From an optimization exercise on the open Yosys and OpenROAD flow, aimed at small area, a short achievable clock period and few clock cycles; shortcuts taken in it are not production practice.
The RTL was checked by simulation tests, not by an equivalence proof against the original design.

## flow/design.v (module list and top-level ports; edited modules follow where they fit)
// module mac: 10 lines
// module mmu_array: 7810 lines
// module tile_fifo: 46 lines
// module mmu: 111 lines
// module mmu_4x4: 45 lines
module mmu_4x4 (
    input logic rst_n,
    input logic clk,
    input  logic [127:0] new_weight_in,
    output logic new_weight_rdy,
    input  logic new_weight_push,
    input  logic [127:0] data_in,
    output logic data_in_rdy,
    input  logic data_in_push,
    output logic [511:0] acc_out,
    output logic acc_out_rdy,
    input  logic acc_out_pop,
    output logic weight_ld_rdy,
    input  logic weight_ld_start,
    output logic weight_ld_done,
    input  logic weight_swap,
    output logic mult_rdy,
    input  logic mult_start,
    output logic mult_done
);
  // ...
==> flow/flow/run.sh <==
#!/bin/bash
set -euo pipefail
export SETUP_SLACK_MARGIN=6.2
bash standard.sh > standard.log 2>&1
==> flow/standard.sh <==
#!/bin/bash
# synth_recipe.tcl (not shown) runs the flow's synth.tcl, then flattens the netlist and writes it again
# the make line also repeats each setting of config.mk as NAME=value (left out here)
make -C /OpenROAD-flow-scripts/flow DESIGN_CONFIG=/design/flow/config.mk WORK_HOME=/design/flow/orfs CLKGATE_MAP_FILE= SYNTH_SCRIPT=/design/flow/synth_recipe.tcl "${@:-finish}"
==> flow/config.mk <==
export PLATFORM = sky130hd
export DESIGN_NAME = mmu_4x4
export DESIGN_NICKNAME = mmu_4x4
export VERILOG_FILES = /design/flow/design.v
export SDC_FILE = /design/flow/constraint.sdc
export NUM_CORES = 4
export LEC_CHECK = 0
export CAP_MARGIN = 20
export CORE_MARGIN = 2
export CORE_UTILIZATION = 40
export PLACE_DENSITY = 0.6
export SLEW_MARGIN = 20
==> flow/constraint.sdc <==
create_clock -name core_clock -period 10.0 [get_ports {clk}]
set_input_delay 2.0000 -clock core_clock [delete_from_list [all_inputs] [get_ports {clk}]]
set_output_delay 2.0000 -clock core_clock [all_outputs]
set_load 0.01 [all_outputs]
==> impl_metrics.ini, run 1 <==
[outcome]
status = finished clean

[clocking]
cts_tree = built

[synthesis]
synth-xor-area-share_pct = 1.17
synth.distinct_cells = 77
postSynthCellCount = 9558
synthMuxAreaShare_pct = 9.72
synth_top_family_by_area = adder cells

[final_layout]
multi_input_area_share_pct = 39.6
num-multi-input-gates = 5405
n_antenna_cell = 32
multi_input_area_mm2 = 0.0593
top_regs = mmu_unit.out_fifo_unit.q (864), mmu_unit.out_fifo_unit.dout (288), mmu_unit.wset (256)

[placement]
placed_cell_area_mm2 = 0.137
dp.cells = 13807

[grt]
antenna_found_initial = 60
use_met2_pct = 39.1

[critical_path]
cp_top_family = adder cells
required_ns = 10.78
path_buf_inv = 4

[timing]
whs_ns = 0.434
setup_violations = 0
period_needed_ns = 4.04
hold_viol_final = 0
max_freq_ghz = 0.248

[detailed_routing]
wl_met2_um = 190000
highest_layer = met5
ant_nets = 0

[job]
cap_violations = 0

[die]
coreArea_mm2 = 0.315
Testbench counts, summed over its fixed seeds: cycles 445.
==> run 2: changes to the inputs <==
==> flow/flow/run.sh (replaced) <==
#!/bin/bash
set -euo pipefail
export SETUP_SLACK_MARGIN=6.0
bash standard.sh > standard.log 2>&1
==> run 2 against run 1 <==
Against the previous run:
- count of clock-buffer cells in the layout stayed put
- largest cell class unchanged
- clock skew is 0.0051 ns higher
- sequential share of layout area rose by 0.65 points
- area after synthesis unchanged
- via count down 0.77%
- critical path type unchanged
==> impl_metrics.ini, run 2 <==
[outcome]
status = finished clean

[worst_hold_path]
hp-class = register to register
hold_start = mmu_unit.wq[11]
whs_path_depth = 0
worstHoldEndpoint = mmu_unit.wset[1][11]

[synthesis]
syn_area_mm2 = 0.127
ys_seq_area_share_pct = 48.4
synth.distinct_cells = 77
synth_edf_count = 1664
yosysTopAreaCellShare_pct = 39.4
yosys-top-cells-count = edfxtp_1, inv_1, fa_1
postSynthCellCount = 9558
ys_warn_count = 4
ys_ff_latch = 2229
yosysMostFrequentCell = edfxtp_1
yosys-top-cells-area = edfxtp_1, fa_1, mux2_2, dfxtp_1, inv_1
synthFlopType = edfxtp_1
async_reset_ff_share_pct = 0.942
avgSynthCellArea_um2 = 13.3
yosysTopAreaCell = edfxtp_1

[clocking]
cts-root-buf = clkbuf_16
cts-hold-fix-buffers = 0
numCtsBuffers = 236
clock_sinks = 2229
htreeDepth = 4
worstSkewPairLatency_ns = 0.96
cts_tree = built
cts.clk_slew.worst_paths_ns = 0.06
cts_buffer_depth = 4

[critical_path]
required_ns = 10.73
path_max_fanout = 7
reg2reg_from = mmu_unit.dh[27]
reg2reg_slack_ns = 5.93
worstSetupPathType = register to register
worstSetupEndpointType = register
worstPathArrival_ns = 4.80
startpoint_type = register
timing.rr.end = mmu_unit.array_unit.r1j3_q2563
r2r_cells = 11

[timing]
worstMarginPinSlew_ns = 1.16
drv_slew = 0
max_freq_ghz = 0.245
rsz0062_at_grt = yes
whs_ns = 0.427
setup_tns_ns = 0
hold_viol_final = 0
period_needed_ns = 4.07
fin_skew_ns = 0.136
slew_headroom_pct = 22.4
setup_violations = 0
finalCritPeriodShare_pct = 40.7
finalWorstSetupSlack_ns = 5.93

[final_layout]
finalNonFillerCells = 14482
top_regs = mmu_unit.out_fifo_unit.q (864), mmu_unit.out_fifo_unit.dout (288), mmu_unit.wset (256)
layout-drive-gt1-share_pct = 21.1
layout_commonest_cell = edfxtp_1
layout_common_cells = edfxtp_1, inv_1, mux2_2
top_register = mmu_unit.out_fifo_unit.q
largest_reg_flops = 864
nets = 11669
area_growth_pct = 16.4

[job]
cap_violations = 0

[die]
start_util_pct = 40.2
floorplan.rows = 206
coreArea_mm2 = 0.315
die_h_um = 567
dieArea_mm2 = 0.322
num_io_pins = 783
die_x_um = 567

[grt]
grt_pass1_vias = 84053
grt_overflow = 0
grt_first_pass_wirelength_um = 654000
grt_max_degree = 163
antenna_found_initial = 51
track_usage_pct = 28.4

[detailed_routing]
drt_iter0_markers = 12857
drc = 0
ant_nets = 0
num_vias = 85576
wl_per_cell_um = 32.5
wl_um = 470000
drtPass1Iterations = 9
vias_per_cell = 5.91

[placement]
portBuffers = 558
place.gp.congestion = 0.955
post-place-ws_ns = 3.38
hpwlAfterDp_um = 317000
dp.cells = 13807
## run 2: cell counts after synthesis
Identical to the previous run, type by type.
## run 2: repair_timing
item,CTS,global route
gates cloned,5,4
setup buffers,134,47
resized for setup,142,143
pin swaps,21,44
endpoints found under the setup margin,489,258
## run 2: per-stage QoR
| step | instance area (um^2) | utilization, % |
|---|---|---|
| after floorplan | 128000 | - |
| after global placement | 137000 | 43.4 |
| after detailed placement | 137000 | 43.4 |
| after CTS | 147000 | 46.5 |
| after global routing | 148000 | 46.8 |
| final | 148000 | 46.8 |
## run 2: critical path, cell delays in order, from the launching register on
cell      delay (ns)
edfxtp_1        0.54
buf_12          0.18
buf_4           0.13
mux2_2          0.33
a22o_1          0.21
fa_1            0.52
inv_2           0.06
fa_2            0.39
inv_1           0.10
fa_1            0.52
fa_1            0.48
fa_1            0.45
## run 2: how the worst max path moves through the flow
stage / from / to / cells past startpoint
after floorplan: acc_out_pop / mmu_unit.out_fifo_unit.pop_rdy / 8
after global placement: mult_start / mmu_unit.arow3[27] / 14
after detailed placement: mult_start / mmu_unit.arow3[27] / 14
after CTS: mmu_unit.dh[27] / mmu_unit.array_unit.r0j3_q1246 / 13
after global routing: mmu_unit.dh[27] / mmu_unit.array_unit.r1j3_q2554 / 12
final: mmu_unit.dh[27] / mmu_unit.array_unit.r1j3_q2563 / 11
## run 2: final cells by class
| class | count | area [um^2] |
|---|---|---|
| repair buffers | 1012 | 9720 |
| well taps | 4160 | 5200 |
| inverters | 1192 | 4480 |
| fillers | 27665 | 168000 |
| diodes | 46 | 115 |
| clock inverters | 142 | 1670 |
| clock buffers | 297 | 6320 |
| flip-flops and latches | 2229 | 61600 |
| multi-input cells | 5404 | 58600 |
## run 2: layer usage
metal / track usage (%) / routed length [um]
met1: 41.4 / 200000
met2: 38.8 / 188000
met3: 8.71 / 59400
met4: 12.2 / 22400
met5: 0 / 133
## run 2: cell families (layout without fill, tap and decap cells)
family	Yosys count	in the layout	share of synthesized area (%)
simple gates	822	825	3.43
fa+ha+maj	1330	1330	19.1
other cells	1	270	0.00296
mux	1109	1110	9.72
xor+xnor	169	169	1.17
flops	2229	2229	48.4
compound gates	1746	1746	11.1
buf+inv	2152	2643	7.08
==> run 3: changes to the inputs <==
--- a/flow/config.mk
+++ b/flow/config.mk
@@ -8,5 +8,7 @@
 export CAP_MARGIN = 20
 export CORE_MARGIN = 2
 export CORE_UTILIZATION = 40
+export CTS_CLUSTER_DIAMETER = 60
+export CTS_CLUSTER_SIZE = 30
 export PLACE_DENSITY = 0.6
 export SLEW_MARGIN = 20
==> run 3 against run 2 <==
Against the previous run:
- highest routed layer unchanged
- flip-flop and latch count stayed put
- first-iteration DRC count is 2.4% higher
- fmax is 0.52% lower
==> impl_metrics.ini, run 3 <==
[outcome]
status = finished clean

[synthesis]
ys_seq_area_share_pct = 48.4
synthFlopType = edfxtp_1
yosysMostFrequentCell = edfxtp_1
yosys-top-cells-count = edfxtp_1, inv_1, fa_1
ys_ff_latch = 2229
yosys-top-cells-area = edfxtp_1, fa_1, mux2_2, dfxtp_1, inv_1
avgSynthCellArea_um2 = 13.3
synth.distinct_cells = 77
async_reset_ff_share_pct = 0.942
synth_edf_count = 1664
yosysTopAreaCell = edfxtp_1
yosysTopAreaCellShare_pct = 39.4
syn_area_mm2 = 0.127
postSynthCellCount = 9558
ys_warn_count = 4

[critical_path]
reg2reg_from = mmu_unit.dh[27]
path_buf_inv = 6
worstSetupPathType = register to register
worstSetupStartpoint = mmu_unit.dh[27]
startpoint_type = register
crit_slowest_cell = fa_2
worstSetupEndpointType = register
cpPeakStageDelay_ns = 0.58
required_ns = 10.70
cp_top_family = adder cells
path_max_fanout = 6
path_cells = buf_12 -> buf_4 -> mux2_2 -> a22o_1 -> fa_2 -> inv_2 -> fa_2 -> inv_2 -> fa_2 -> inv_2 -> fa_1 -> inv_2 -> fa_2
worstPathArrival_ns = 4.79

[detailed_routing]
ant_nets = 0
wl_met2_um = 187000
vias_per_cell = 5.91
drt_iter0_markers = 13167
wl_per_cell_um = 32.6
met1_length_um = 202000
wl_um = 469000
wl_met3_um = 58000
num_vias = 85078
drc = 0
drtPass1Iterations = 12
highest_layer = met5

[timing]
finalCritPeriodShare_pct = 41.0
finalWorstSetupSlack_ns = 5.90
setup_tns_ns = 0
worstMarginPinSlew_ns = 1.15
rsz0062_at_grt = yes
hold_viol_final = 0
period_needed_ns = 4.10
slew_headroom_pct = 22.9
setup_violations = 0
fin_skew_ns = 0.117
drv_slew = 0
max_freq_ghz = 0.244

[final_layout]
layout-drive-gt1-share_pct = 21.1
nets = 11630
largest_reg_flops = 864
nFillCells = 27784
layout_commonest_cell = edfxtp_1
area_growth_pct = 15.5
layout_common_cells = edfxtp_1, inv_1, mux2_2
top_register = mmu_unit.out_fifo_unit.q
top_regs = mmu_unit.out_fifo_unit.q (864), mmu_unit.out_fifo_unit.dout (288), mmu_unit.wset (256)

[job]
cap_violations = 0

[clocking]
clock_sinks = 2229
cts.clk_slew.worst_paths_ns = 0.09
worstSkewPairLatency_ns = 0.93
cts_buffer_depth = 4
numCtsBuffers = 175
htreeDepth = 4
cts-root-buf = clkbuf_16
cts-hold-fix-buffers = 0
cts_tree = built

[placement]
post-place-ws_ns = 3.38
portBuffers = 558
place.gp.congestion = 0.955
hpwlAfterDp_um = 317000

[die]
die_h_um = 567
die_x_um = 567
floorplan.rows = 206
dieArea_mm2 = 0.322
start_util_pct = 40.2
coreArea_mm2 = 0.315
num_io_pins = 783

[worst_hold_path]
hp-class = register to register
hold_start = mmu_unit.wq_v

[grt]
grt_overflow = 0
track_usage_pct = 28.3
grt_first_pass_wirelength_um = 652000
grt_max_degree = 163
antenna_found_initial = 53
grt_pass1_vias = 83571
-- run 3: cell counts after synthesis --
No cell type changed its count.
-- run 3: final timing paths --
| path | end | slack [ns] | cells after the start |
|---|---|---|---|
| worst max-delay path | mmu_unit.array_unit.r0j3_q1246 | 5.90 | 13 |
| worst min-delay path | mmu_unit.new_weight_rdy | 0.44 | 1 |
| worst max register to register | mmu_unit.array_unit.r0j3_q1246 | 5.90 | 13 |
| worst min register to register | mmu_unit.new_weight_rdy | 0.44 | 1 |
| max in group asynchronous | mmu_unit.out_fifo_unit.rsel[1] | 8.07 | 2 |
| min in group asynchronous | mmu_unit.dh_v | 1.50 | 2 |
-- run 3: kinds of logic (layout without fill, tap and decap cells) --
group | Yosys count | count (layout) | share of synthesized area (%)
compound gates | 1746 | 1746 | 11.1
xor+xnor | 169 | 169 | 1.17
fa+ha+maj | 1330 | 1330 | 19.1
buf+inv | 2152 | 2549 | 7.08
flops | 2229 | 2229 | 48.4
mux | 1109 | 1110 | 9.72
other cells | 1 | 270 | 0.00296
simple gates | 822 | 825 | 3.43
-- run 3: metal layers --
metal  global-route usage [%]  up-vias
li1                         -    34802
met1                     41.3    43510
met2                     38.6     5719
met3                     8.77     1029
met4                     11.9       18
met5                        0        -
-- run 3: worst reg2reg max path: stages (launching register included) --
cell      delay [ns]
edfxtp_1        0.53
buf_12          0.18
buf_4           0.12
mux2_2          0.32
a22o_1          0.19
fa_2            0.54
inv_2           0.05
fa_2            0.58
inv_2           0.05
fa_2            0.34
inv_2           0.06
fa_1            0.41
inv_2           0.08
fa_2            0.45
-- run 3: metrics by stage --
step | cells | util [%] | hold WS (ns) | instance area, um^2
final | 14388 | 46.5 | 0.437 | 146000
after global routing | 14344 | 46.4 | 0.465 | 146000
after CTS | 14271 | 46.1 | 0.429 | 145000
after detailed placement | 13807 | 43.4 | 0.423 | 137000
after global placement | 13806 | 43.4 | 0.416 | 137000
after floorplan | 9781 | - | 0.393 | 128000
-- run 3: area by class of cell --
cell class | instances | area, um^2 | area share (%)
well taps | 4160 | 5200 | 3.55
clock inverters | 142 | 1990 | 1.36
diodes | 46 | 115 | 0.0786
repair buffers | 1034 | 10000 | 6.83
clock buffers | 181 | 4480 | 3.06
multi-input cells | 5404 | 58600 | 40.0
inverters | 1192 | 4480 | 3.06
flip-flops and latches | 2229 | 61600 | 42.0
-- run 3: timing repair --
| action | CTS | global route |
|---|---|---|
| gates resized for setup | 154 | 145 |
| endpoints found under the setup margin | 501 | 264 |
| cloned | 7 | 2 |
| setup buffers | 134 | 69 |
| pin swaps | 28 | 61 |
==> run 4: changes to the inputs <==
--- a/flow/config.mk
+++ b/flow/config.mk
@@ -12,3 +12,4 @@
 export CTS_CLUSTER_SIZE = 30
 export PLACE_DENSITY = 0.6
 export SLEW_MARGIN = 20
+export TNS_END_PERCENT = 5
==> run 4 against run 3 <==
Against the previous run:
- clock skew rose by 0.0042 ns
- largest cell class unchanged
- synthesized cell count unchanged
- non-clock buffer count fell by 103
- highest routed layer unchanged
- cell area decreased by 1.4%
- critical path depth fell by 5
- flip-flop and latch count unchanged
- worst hold slack got worse by 0.015 ns
- register-to-register slack worse by 0.14 ns
- routed wire length is 1.0% lower
- via count fell by 0.49%
==> impl_metrics.ini, run 4 <==
[timing]
finalCritPeriodShare_pct = 42.3
rsz0062_at_grt = yes
worstMarginPinSlew_ns = 1.19
whs_ns = 0.422
fin_skew_ns = 0.121
period_needed_ns = 4.23
setup_tns_ns = 0
slew_headroom_pct = 20.4
max_freq_ghz = 0.236
setup_violations = 0
hold_viol_final = 0
drv_slew = 0
finalWorstSetupSlack_ns = 5.77

[synthesis]
yosys-top-cells-area = edfxtp_1, fa_1, mux2_2, dfxtp_1, inv_1
yosysMostFrequentCell = edfxtp_1
async_reset_ff_share_pct = 0.942
ys_seq_area_share_pct = 48.4
avgSynthCellArea_um2 = 13.3
postSynthCellCount = 9558
ys_ff_latch = 2229
synth_edf_count = 1664
yosys-top-cells-count = edfxtp_1, inv_1, fa_1
synthFlopType = edfxtp_1
syn_area_mm2 = 0.127
yosysTopAreaCell = edfxtp_1
yosysTopAreaCellShare_pct = 39.4
synth.distinct_cells = 77
ys_warn_count = 4

[detailed_routing]
ant_nets = 0
wl_um = 464000
vias_per_cell = 5.93
drt_iter0_markers = 13175
wl_per_cell_um = 32.5
num_vias = 84657
drc = 0
drtPass1Iterations = 14

[die]
dieArea_mm2 = 0.322
coreArea_mm2 = 0.315
die_h_um = 567
num_io_pins = 783
die_x_um = 567
start_util_pct = 40.2
floorplan.rows = 206

[critical_path]
path_cells = nor2b_2 -> a22o_1 -> fa_1 -> fa_1 -> inv_1 -> fa_1 -> inv_1 -> fa_1
worstSetupEndpointType = register
timing.rr.end = mmu_unit.array_unit.r0j1_q610
startpoint_type = register
path_common_cell = fa_1
path_max_fanout = 21
reg2reg_from = mmu_unit.dh[78]
path_buf_inv = 2
cp_top_family = adder cells
reg2reg_slack_ns = 5.77
crit_slowest_cell = edfxtp_1
worstSetupPathType = register to register
worstPathArrival_ns = 5.00
r2r_cells = 8
cpPeakStageDelay_ns = 1.13
required_ns = 10.76

[grt]
grt_first_pass_wirelength_um = 650000
grt_overflow = 0
grt_pass1_vias = 83715
track_usage_pct = 28.2
grt-busiest-layer = met1
use_met1_pct = 40.9
use_met3_pct = 8.92
use_met2_pct = 39.0
antenna_found_initial = 57
grt_max_degree = 168

[clocking]
cts.clk_slew.worst_paths_ns = 0.09
cts_buffer_depth = 4
htreeDepth = 4
worstSkewPairLatency_ns = 0.92
cts-hold-fix-buffers = 0
numCtsBuffers = 174
cts_tree = built
cts-root-buf = clkbuf_16
clock_sinks = 2229

[final_layout]
top_regs = mmu_unit.out_fifo_unit.q (864), mmu_unit.out_fifo_unit.dout (288), mmu_unit.wset (256)
final_area_mm2 = 0.144
layout-drive-gt1-share_pct = 18.6
area_growth_pct = 13.9
nFillCells = 27932
top_register = mmu_unit.out_fifo_unit.q
layout_commonest_cell = edfxtp_1
nets = 11527
layout_common_cells = edfxtp_1, inv_1, fa_1
largest_reg_flops = 864
fin_util_pct = 45.8
finalNonFillerCells = 14268

[worst_hold_path]
hold_start = mmu_unit.wq_v
worstHoldEndpoint = mmu_unit.new_weight_rdy
whs_path_depth = 1
hp-class = register to register

[placement]
dp.cells = 13805
place.gp.congestion = 0.957
placed_cell_area_mm2 = 0.136
portBuffers = 558
post-place-ws_ns = 3.56
hpwlAfterDp_um = 316000

[outcome]
status = finished clean

[job]
cap_violations = 0
[run 4: cell count changes in the layout (fill, tap and decap cells not counted), moves of 10 or more]
cell	before	now
a21oi_2	17	2
inv_2	26	0
o21ai_0	69	80
buf_4	367	332
fa_2	74	0
diode_2	46	32
inv_1	1165	1191
nor2b_4	22	12
fa_1	942	1016
ha_1	300	311
a21oi_1	118	133
buf_12	31	20
buf_6	65	15
[run 4: metal layers]
metal	share of wire [%]	vias to the layer above
li1	-	34573
met1	42	43103
met2	40	5918
met3	13	1039
met4	4.6	24
met5	0.033	-
[run 4: how the worst max path moves through the flow]
stage,from,endpoint,slack [ns],cells past startpoint
2_1_floorplan,acc_out_pop,mmu_unit.out_fifo_unit.pop_rdy,2.29,8
3_3_place_gp,weight_swap,mmu_unit.arow3[49],3.75,18
3_5_place_dp,weight_swap,mmu_unit.arow3[18],3.56,12
4_1_cts,mmu_unit.dh[18],mmu_unit.array_unit.r1j2_q2236,5.83,9
5_1_grt,mmu_unit.arow[32],mmu_unit.array_unit.r1j2_q2230,5.77,11
6_report,mmu_unit.dh[78],mmu_unit.array_unit.r0j1_q610,5.77,8
[run 4: repair_timing]
item	CTS	global route
gates resized for setup	114	14
setup endpoints to repair	490	358
buffers inserted	80	22
cloned	7	1
pin swaps	4	0
[run 4: layout make-up]
| cell class | count | area [um^2] | area share (%) |
|---|---|---|---|
| sequential | 2229 | 61500 | 42.6 |
| inverter | 1192 | 4480 | 3.10 |
| tap | 4160 | 5200 | 3.60 |
| clock buffer | 186 | 4520 | 3.13 |
| timing repair buffer | 931 | 8820 | 6.11 |
| antenna | 32 | 80.1 | 0.0555 |
| multi-input combinational | 5405 | 58000 | 40.1 |
| clock inverter | 133 | 1790 | 1.24 |
[run 4: cells by family (layout without fill, tap and decap cells)]
kind of cell | Yosys count | in the layout | share of synthesized area, %
AOI/OAI and AO/OA | 1746 | 1746 | 11.1
xor gates and xnor gates | 169 | 169 | 1.17
adders and majority gates | 1330 | 1330 | 19.1
buffers and inverters | 2152 | 2442 | 7.08
DFF | 2229 | 2229 | 48.4
muxes | 1109 | 1113 | 9.72
other | 1 | 256 | 0.00296
and+or+nand+nor | 822 | 823 | 3.43

## re-timing with driven ports
The results above use ideal ports. As a check the final layouts listed here were re-extracted and re-timed, cells and wires unchanged. Step 1, drivers: a clkbuf_16 drives clk and a buf_2 each remaining input, both assumed. Step 2 also shifts input and output timing later by t, the mid clock arrival at the registers, as if the neighbouring blocks saw the same clock. Slacks: ideal / step 1 / step 2; pairs: ideal / step 1.
run	t, ns	slack for setup (ns)	worst setup path at the end
run 1	0.994	5.964 / 5.964 / 5.216	input to register
run 2	1.004	5.926 / 5.926 / 5.165	input to register
run 3	0.966	5.904 / 5.904 / 5.187	input to register
run 4	0.962	5.767 / 5.767 / 5.013	input to register
After both steps setup and hold are still met in every run listed. For run 2, which loses most, drivers alone change the setup slack by 0.000 ns; drivers and shift together by -0.761 ns.
